This is an optimization exercise on Yosys and OpenROAD, whose aim is small area, a short achievable clock period and few clock cycles, not a production implementation.
Function was not checked in any run shown here: the RTL went through the layout flow alone.
Power figures rest on the tool's default switching activity, not on a simulated workload.

$ cat flow/design.v
module s_mem(input logic clk,
             input logic init,
             input logic rot,
             input logic [7:0] q,
             input logic [7:0] v,
             output logic [7:0] a0,      
             output logic [7:0] a255,    
             output logic [7:0] sj,      
             output logic [7:0] ks);     
    logic [7:0] sw [0:255];
    logic [7:0] s0, s1;
    logic [3:0] za [0:7];
    logic [3:0] zb [0:7];
    logic [15:0] lo_a, lo_b;
    logic [31:0] hi_a, hi_b;
    assign s0 = a0;
    assign s1 = a255;
    always_comb begin
        for (int i = 0; i < 8; i++) begin
            for (int c = 0; c < 4; c++) begin
                if (i == 0) begin
                    za[i][c] = (q[0] ^ s0[0] ^ c[1]) == 1'b0;
                    zb[i][c] = (v[0] ^ s1[0] ^ c[1]) == 1'b0;
                end else begin
                    za[i][c] = (q[i] ^ s0[i] ^ c[1]) ==
                               ((q[i-1] & s0[i-1]) | ((q[i-1] | s0[i-1]) & !c[0]));
                    zb[i][c] = (v[i] ^ s1[i] ^ c[1]) ==
                               ((v[i-1] & s1[i-1]) | ((v[i-1] | s1[i-1]) & !c[0]));
                end
            end
        end
        for (int k = 0; k < 16; k++) begin
            lo_a[k] = za[0][{k[0], 1'b0}] & za[1][k[1:0]] & za[2][k[2:1]] & za[3][k[3:2]];
            lo_b[k] = zb[0][{k[0], 1'b0}] & zb[1][k[1:0]] & zb[2][k[2:1]] & zb[3][k[3:2]];
        end
        for (int m = 0; m < 32; m++) begin
            hi_a[m] = za[4][m[1:0]] & za[5][m[2:1]] & za[6][m[3:2]] & za[7][m[4:3]];
            hi_b[m] = zb[4][m[1:0]] & zb[5][m[2:1]] & zb[6][m[3:2]] & zb[7][m[4:3]];
        end
    end
    logic [15:0] lo_r;
    logic [31:0] hi_r, hi_e;
    always_comb begin
        for (int k = 0; k < 16; k++)
            lo_r[k] = rot ? (k == 15) : lo_a[k];
        for (int m = 0; m < 32; m++) begin
            hi_r[m] = rot ? (m == 31) : hi_a[m];
            hi_e[m] = hi_r[m] && !init;
        end
    end
    logic [255:0] e, f, ne, nf, k2;
    always_comb begin
        for (int p = 0; p < 256; p++) begin
            e[p] = lo_r[p % 16] && hi_e[p >> 3];           
            f[p] = !(lo_r[p % 16] && hi_r[p >> 3]) && !init;  
            ne[p] = !e[p];
            nf[p] = !f[p];
            k2[p] = lo_b[p % 16] && hi_b[p >> 3];
        end
    end
    logic r0, u0;
    assign r0 = rot | (q[0] ^ s0[0]);
    assign u0 = v[0] ^ s1[0];
    logic [7:0] sj_ev, sj_od, ks_ev, ks_od;
    always_comb begin
        sj_ev = 8'h00; sj_od = 8'h00;
        ks_ev = 8'h00; ks_od = 8'h00;
        for (int p = 0; p < 256; p += 2) begin
            sj_od = sj_od | ({8{e[p]}} & sw[p + 1]);
            sj_ev = sj_ev | ({8{e[p + 1]}} & sw[(p + 2) % 256]);
            ks_ev = ks_ev | ({8{k2[p]}} & sw[p]);
            ks_od = ks_od | ({8{k2[p + 1]}} & sw[p + 1]);
        end
    end
    assign sj = r0 ? sj_ev : ~sj_od;
    assign ks = u0 ? ~ks_od : ks_ev;
    logic [7:0] a0_t, a0_n;
    assign a0_t = sw[0];
    assign a0_n = ~sw[0];
    assign a0 = a0_t;
    assign a255 = ~sw[255];
    genvar g, b;
    generate
        for (g = 0; g < 255; g++) begin : g_word
            for (b = 0; b < 8; b++) begin : g_bit
                localparam bit INIT1 = ((g >> b) & 1) != (g & 1);
                logic x;
                assign x = (g & 1) ? a0_t[b] : a0_n[b];
                always_ff @(posedge clk)
                    if (INIT1) sw[g][b] <= !((e[g] && x) || (f[g] && sw[g + 1][b]));
                    else       sw[g][b] <= !((ne[g] || x) && (nf[g] || sw[g + 1][b]));
            end
        end
    endgenerate
    always_ff @(posedge clk)
        if (init) sw[255] <= 8'd0;
        else      sw[255] <= ~sj;
endmodule
module crack(input logic clk, input logic rst_n,
             input logic en, output logic rdy,
             input logic [23:0] key_start,
             output logic [23:0] key, output logic key_valid,
             output logic [7:0] ct_addr, input logic [7:0] ct_rddata);
    localparam logic [1:0] IDLE = 2'd0, RUN = 2'd1, DONE = 2'd2;
    logic [1:0] state;
    logic [9:0] cnt;
    logic [1:0] m3;              
    logic [7:0] q, v, ksq, ctq;
    logic [7:0] kn0;             
    logic [9:0] tlast;           
    logic init, rot, ksa, check, reject, keymax;
    logic [7:0] si, sj, ks, a255, kb;
    logic [7:0] pt;
    logic good;
    assign ksa    = (cnt >= 10'd1) && (cnt <= 10'd256);
    assign rot    = (cnt == 10'd257);
    assign check  = (state == RUN) && (cnt >= 10'd260);
    assign pt     = ksq ^ ctq;
    assign good   = (pt >= 8'h20) && (pt <= 8'h7E);
    assign keymax = (key == 24'hFFFFFF);
    assign reject = check && !good && !keymax;
    assign init   = (state == IDLE) || reject;
    s_mem s(.clk(clk), .init(init), .rot(rot), .q(q), .v(v),
            .a0(si), .a255(a255), .sj(sj), .ks(ks));
    always_comb begin
        case (m3)
            2'd0:    kb = key[23:16];
            2'd1:    kb = key[15:8];
            default: kb = key[7:0];
        endcase
    end
    always_ff @(posedge clk) begin
        ksq <= ks;
        ctq <= ct_rddata;
        v <= si - cnt[7:0];
        kn0 <= key[23:16] + {7'd0, key[15:0] == 16'hFFFF} - 8'd1;
        if (state == IDLE)
            q <= key_start[23:16] - 8'd1;
        else if (reject)
            q <= kn0;
        else if (ksa)
            q <= q + si + (kb - 8'd1);
        else if (rot)
            q <= 8'hFE;
        else
            q <= q + si - 8'd1;
        if (init)
            m3 <= 2'd1;
        else if (ksa)
            m3 <= (m3 == 2'd2) ? 2'd0 : m3 + 2'd1;
        if (cnt == 10'd100)
            tlast <= {2'b00, ctq} + 10'd259;
        if (cnt >= 10'd257)
            ct_addr <= ct_addr + 8'd1;
        else
            ct_addr <= 8'd0;
    end
    always_ff @(posedge clk or negedge rst_n) begin
        if (!rst_n) begin
            state <= IDLE;
            cnt <= 10'd0;
            key <= 24'd0;
            rdy <= 1'b0;
            key_valid <= 1'b0;
        end else begin
            case (state)
                IDLE: if (en) begin
                    state <= RUN;
                    key <= key_start;
                    cnt <= 10'd1;
                end
                RUN: begin
                    if (check && !good) begin
                        if (keymax) begin
                            state <= DONE;
                            rdy <= 1'b1;
                            key_valid <= 1'b0;
                        end else begin
                            key <= key + 24'd1;
                            cnt <= 10'd1;
                        end
                    end else if (check && cnt == tlast) begin
                        state <= DONE;
                        rdy <= 1'b1;
                        key_valid <= 1'b1;
                    end else begin
                        cnt <= cnt + 10'd1;
                    end
                end
                default: ;
            endcase
        end
    end
endmodule
$ cat flow/flow/run.sh
#!/bin/bash
# Own flow: the standard layout, with one change to synthesis: the ABC step
# uses Yosys's default mapping script (see abc.tcl). Everything else, including
# the rest of the synthesis script and all layout steps, is standard.sh's.
set -euo pipefail
W=$(pwd)
cat flow/abc.tcl synth_recipe.tcl > my_synth.tcl
sed "s|SYNTH_SCRIPT=[^ ]*|SYNTH_SCRIPT=$W/my_synth.tcl|" standard.sh > my_standard.sh
grep -q "SYNTH_SCRIPT=$W/my_synth.tcl" my_standard.sh
bash my_standard.sh > flow_make.log 2>&1
$ cat flow/flow/abc.tcl
# Technology mapping with Yosys's default ABC script (delay target 4 ns) instead of
# ORFS's: same arguments otherwise (liberty, don't-use cells, constraints).
proc abc {args} {
  set out [list]
  for {set i 0} {$i < [llength $args]} {incr i} {
    set a [lindex $args $i]
    if {$a eq "-script" || $a eq "-D"} { incr i; continue }
    lappend out $a
  }
  yosys abc {*}$out -D 4000
}
$ cat flow/standard.sh
#!/bin/bash
# synth_recipe.tcl (not shown) runs the flow's synth.tcl, then flattens the netlist and writes it again
# the make line also repeats each setting of config.mk as NAME=value (left out here)
make -C /OpenROAD-flow-scripts/flow DESIGN_CONFIG=/design/flow/config.mk WORK_HOME=/design/flow/orfs CLKGATE_MAP_FILE= SYNTH_SCRIPT=/design/flow/synth_recipe.tcl "${@:-finish}"
$ cat flow/config.mk
export PLATFORM = sky130hd
export DESIGN_NAME = crack
export DESIGN_NICKNAME = crack
export VERILOG_FILES = /design/flow/design.v
export SDC_FILE = /design/flow/constraint.sdc
export NUM_CORES = 4
export LEC_CHECK = 0
export CAP_MARGIN = 20
export CORE_MARGIN = 2
export CORE_UTILIZATION = 30
export PLACE_DENSITY = 0.35
export SLEW_MARGIN = 20
$ cat flow/constraint.sdc
create_clock -name core_clock -period 10.0 [get_ports {clk}]
set_input_delay 2.0000 -clock core_clock [delete_from_list [all_inputs] [get_ports {clk}]]
set_output_delay 2.0000 -clock core_clock [all_outputs]
set_load 0.01 [all_outputs]
==> impl_metrics.ini, run 1 <==
[cts]
h-tree-depth = 4
clk_path_buf_depth = 4
clkSinkCount = 2146
root_buffer = clkbuf_16
cts_setup_buffers = 0
cts_buffers = 243
post_cts_resized = 0
postCtsHoldBufs = 0

[synth]
yosys_warnings = 5
yosysMostFrequentCell = dfxtp_1
synth_flop_cell = dfxtp_1
synthArstFlopShare_pct = 1.771
synth-seq-cells = 2146
synth.top_cell.area_share_pct = 44.87
yosysSeqAreaShare_pct = 46.21
synth_cell_types = 70
synth_cells = 10340
yosys.area.top_type = dfxtp_1
synth.avg_cell_area_um2 = 9.055
synth_nets = 10440
synthTopCellsByCount = dfxtp_1 (2,098), a22oi_1 (1,342), nand4_1 (1,164), o22ai_1 (1,086), nor2_1 (815)
synth_edf_count = 10
syn_area_mm2 = 0.09360
ys_top_cells_by_area = dfxtp_1 (45%), a22oi_1 (11%), nand4_1 (7.8%), a222oi_1 (7.3%), o22ai_1 (7.3%)

[global_route]
overflow = 12820
grt_max_degree = 127
grt_pass1_vias = 158200
grtUsageTotal_pct = 91.72
grt_pass1_wl_um = 1987000

[die]
die_height_um = 562.6
start_util_pct = 30.08
std_cell_rows = 205
fp.dieW_um = 562.6
io_pins = 69

[placed_design]
gp_congestion = 1.638
dpl.hpwl_um = 1020000
io_buffers = 68

[status]
error = [ERROR GRT-0116] Global routing finished with congestion. Check the congestion regions in the DRC Viewer.
outcome = did not finish
haltStage = 5_1_grt
==> worst min-delay path by stage <==
stage | startpoint | endpoint | slack, ns | cells after the start
floorplan | s.sw[124][5]$_DFF_P_ | s.sw[123][5]$_DFF_P_ | 0.42 | 1
global placement | s.sw[11][0]$_DFF_P_ | s.sw[10][0]$_DFF_P_ | 0.44 | 1
detailed placement | s.sw[112][6]$_DFF_P_ | s.sw[111][6]$_DFF_P_ | 0.45 | 1
CTS | s.sw[81][0]$_DFF_P_ | s.sw[80][0]$_DFF_P_ | 0.45 | 1
==> layer usage <==
metal / overflow / global-route usage, %
met3: 811 / 82.25
met5: 100 / 68.58
met2: 8214 / 104.7
met1: 932 / 90.36
met4: 2763 / 87.85
==> power by group through the flow <==
stage / Combinational [mW] / Clock (mW) / Sequential (mW)
floorplan: 10.1 / 0 / 14.9
global placement: 23.4 / 0 / 22.9
detailed placement: 23.5 / 0 / 22.8
CTS: 23.6 / 9.57 / 22.7
==> through the flow <==
stage	instances	worst slack (ns)	area [um^2]	hold slack [ns]	utilization [%]
after floorplan	10340	5.752	93600	0.4195	-
after global placement	14540	1.790	103400	0.4370	33.25
after detailed placement	14610	2.249	104100	0.4478	33.47
after CTS	15050	2.233	112500	0.4542	36.16
==> cells by family after synthesis <==
family	Yosys count	synth area share (%)
fa+ha+maj	69	0.9865
flops	2146	46.21
simple gates	3338	18.46
xor+xnor	101	1.068
mux	3	0.03476
compound gates	3738	29.46
buf+inv	942	3.784
==> inputs of run 2 (changes only) <==
--- a/flow/config.mk
+++ b/flow/config.mk
@@ -9,4 +9,5 @@
 export CORE_MARGIN = 2
 export CORE_UTILIZATION = 30
 export PLACE_DENSITY = 0.35
+export SETUP_SLACK_MARGIN = 2
 export SLEW_MARGIN = 20
==> run 2 against run 1 <==
Effect of this change:
- the run again fails in 5_1_grt
- synthesized area unchanged
- synthesized cell count unchanged
==> impl_metrics.ini, run 2 <==
[status]
error = [ERROR GRT-0116] Global routing finished with congestion. Check the congestion regions in the DRC Viewer.
outcome = did not finish
haltStage = 5_1_grt

[synth]
yosysSeqAreaShare_pct = 46.21
synthArstFlopShare_pct = 1.771
synth_flop_cell = dfxtp_1
ys_top_cells_by_area = dfxtp_1 (45%), a22oi_1 (11%), nand4_1 (7.8%), a222oi_1 (7.3%), o22ai_1 (7.3%)
yosysMostFrequentCell = dfxtp_1
synth.top_cell.area_share_pct = 44.87
synth.avg_cell_area_um2 = 9.055
synth_cells = 10340
synth_edf_count = 10
synth_nets = 10440
synth-seq-cells = 2146
yosys.area.top_type = dfxtp_1
synth_cell_types = 70
syn_area_mm2 = 0.09360
yosys_warnings = 5
synthTopCellsByCount = dfxtp_1 (2,098), a22oi_1 (1,342), nand4_1 (1,164), o22ai_1 (1,086), nor2_1 (815)

[die]
start_util_pct = 30.08
std_cell_rows = 205
fp.dieW_um = 562.6
die_height_um = 562.6
io_pins = 69

[global_route]
grt_pass1_wl_um = 1987000
grtUsageTotal_pct = 91.72
grt_pass1_vias = 158200
overflow = 12820
grt_max_degree = 127

[placed_design]
dp.cells = 14610
gp_congestion = 1.638
io_buffers = 68
dpl.hpwl_um = 1020000

[cts]
clkSinkCount = 2146
post_cts_resized = 0
cts_buffers = 243
root_buffer = clkbuf_16
postCtsHoldBufs = 0
clk_path_buf_depth = 4
h-tree-depth = 4
cts_setup_buffers = 0
-- run 2: cell counts after synthesis --
Identical to the previous run, type by type.
-- run 2: per-layer routing --
metal / GRT usage [%] / GRT overflow
met1: 90.36 / 932
met2: 104.7 / 8214
met3: 82.25 / 811
met4: 87.85 / 2763
met5: 68.58 / 100
-- run 2: power groups by stage --
stage | clock network (mW) | registers, mW | logic (mW)
after global placement | 0 | 22.9 | 23.4
after floorplan | 0 | 14.9 | 10.1
after detailed placement | 0 | 22.8 | 23.5
after CTS | 9.57 | 22.7 | 23.6
-- run 2: logic make-up after synthesis --
group	synth area share, %
compound gates	29.46
flops	46.21
fa+ha+maj	0.9865
mux	0.03476
buf+inv	3.784
xor+xnor	1.068
simple gates	18.46
-- run 2: worst max-delay path by stage --
stage	startpoint	end	slack [ns]	depth (start not counted)
after CTS	cnt[1]$_DFFE_PN0P_	s.sw[255][2]$_SDFF_PP0_	2.23	13
after detailed placement	cnt[1]$_DFFE_PN0P_	s.sw[255][2]$_SDFF_PP0_	2.25	13
after global placement	cnt[1]$_DFFE_PN0P_	s.sw[255][4]$_SDFF_PP0_	1.79	14
after floorplan	key[0]$_DFFE_PN0P_	s.sw[255][2]$_SDFF_PP0_	5.75	17
-- run 2: stage by stage --
step / power, mW / instance area [um^2] / util (%) / hold slack (ns) / setup slack [ns]
CTS: 55.80 / 112500 / 36.16 / 0.4542 / 2.233
detailed placement: 46.27 / 104100 / 33.47 / 0.4478 / 2.249
global placement: 46.27 / 103400 / 33.25 / 0.4370 / 1.790
floorplan: 24.96 / 93600 / - / 0.4195 / 5.752
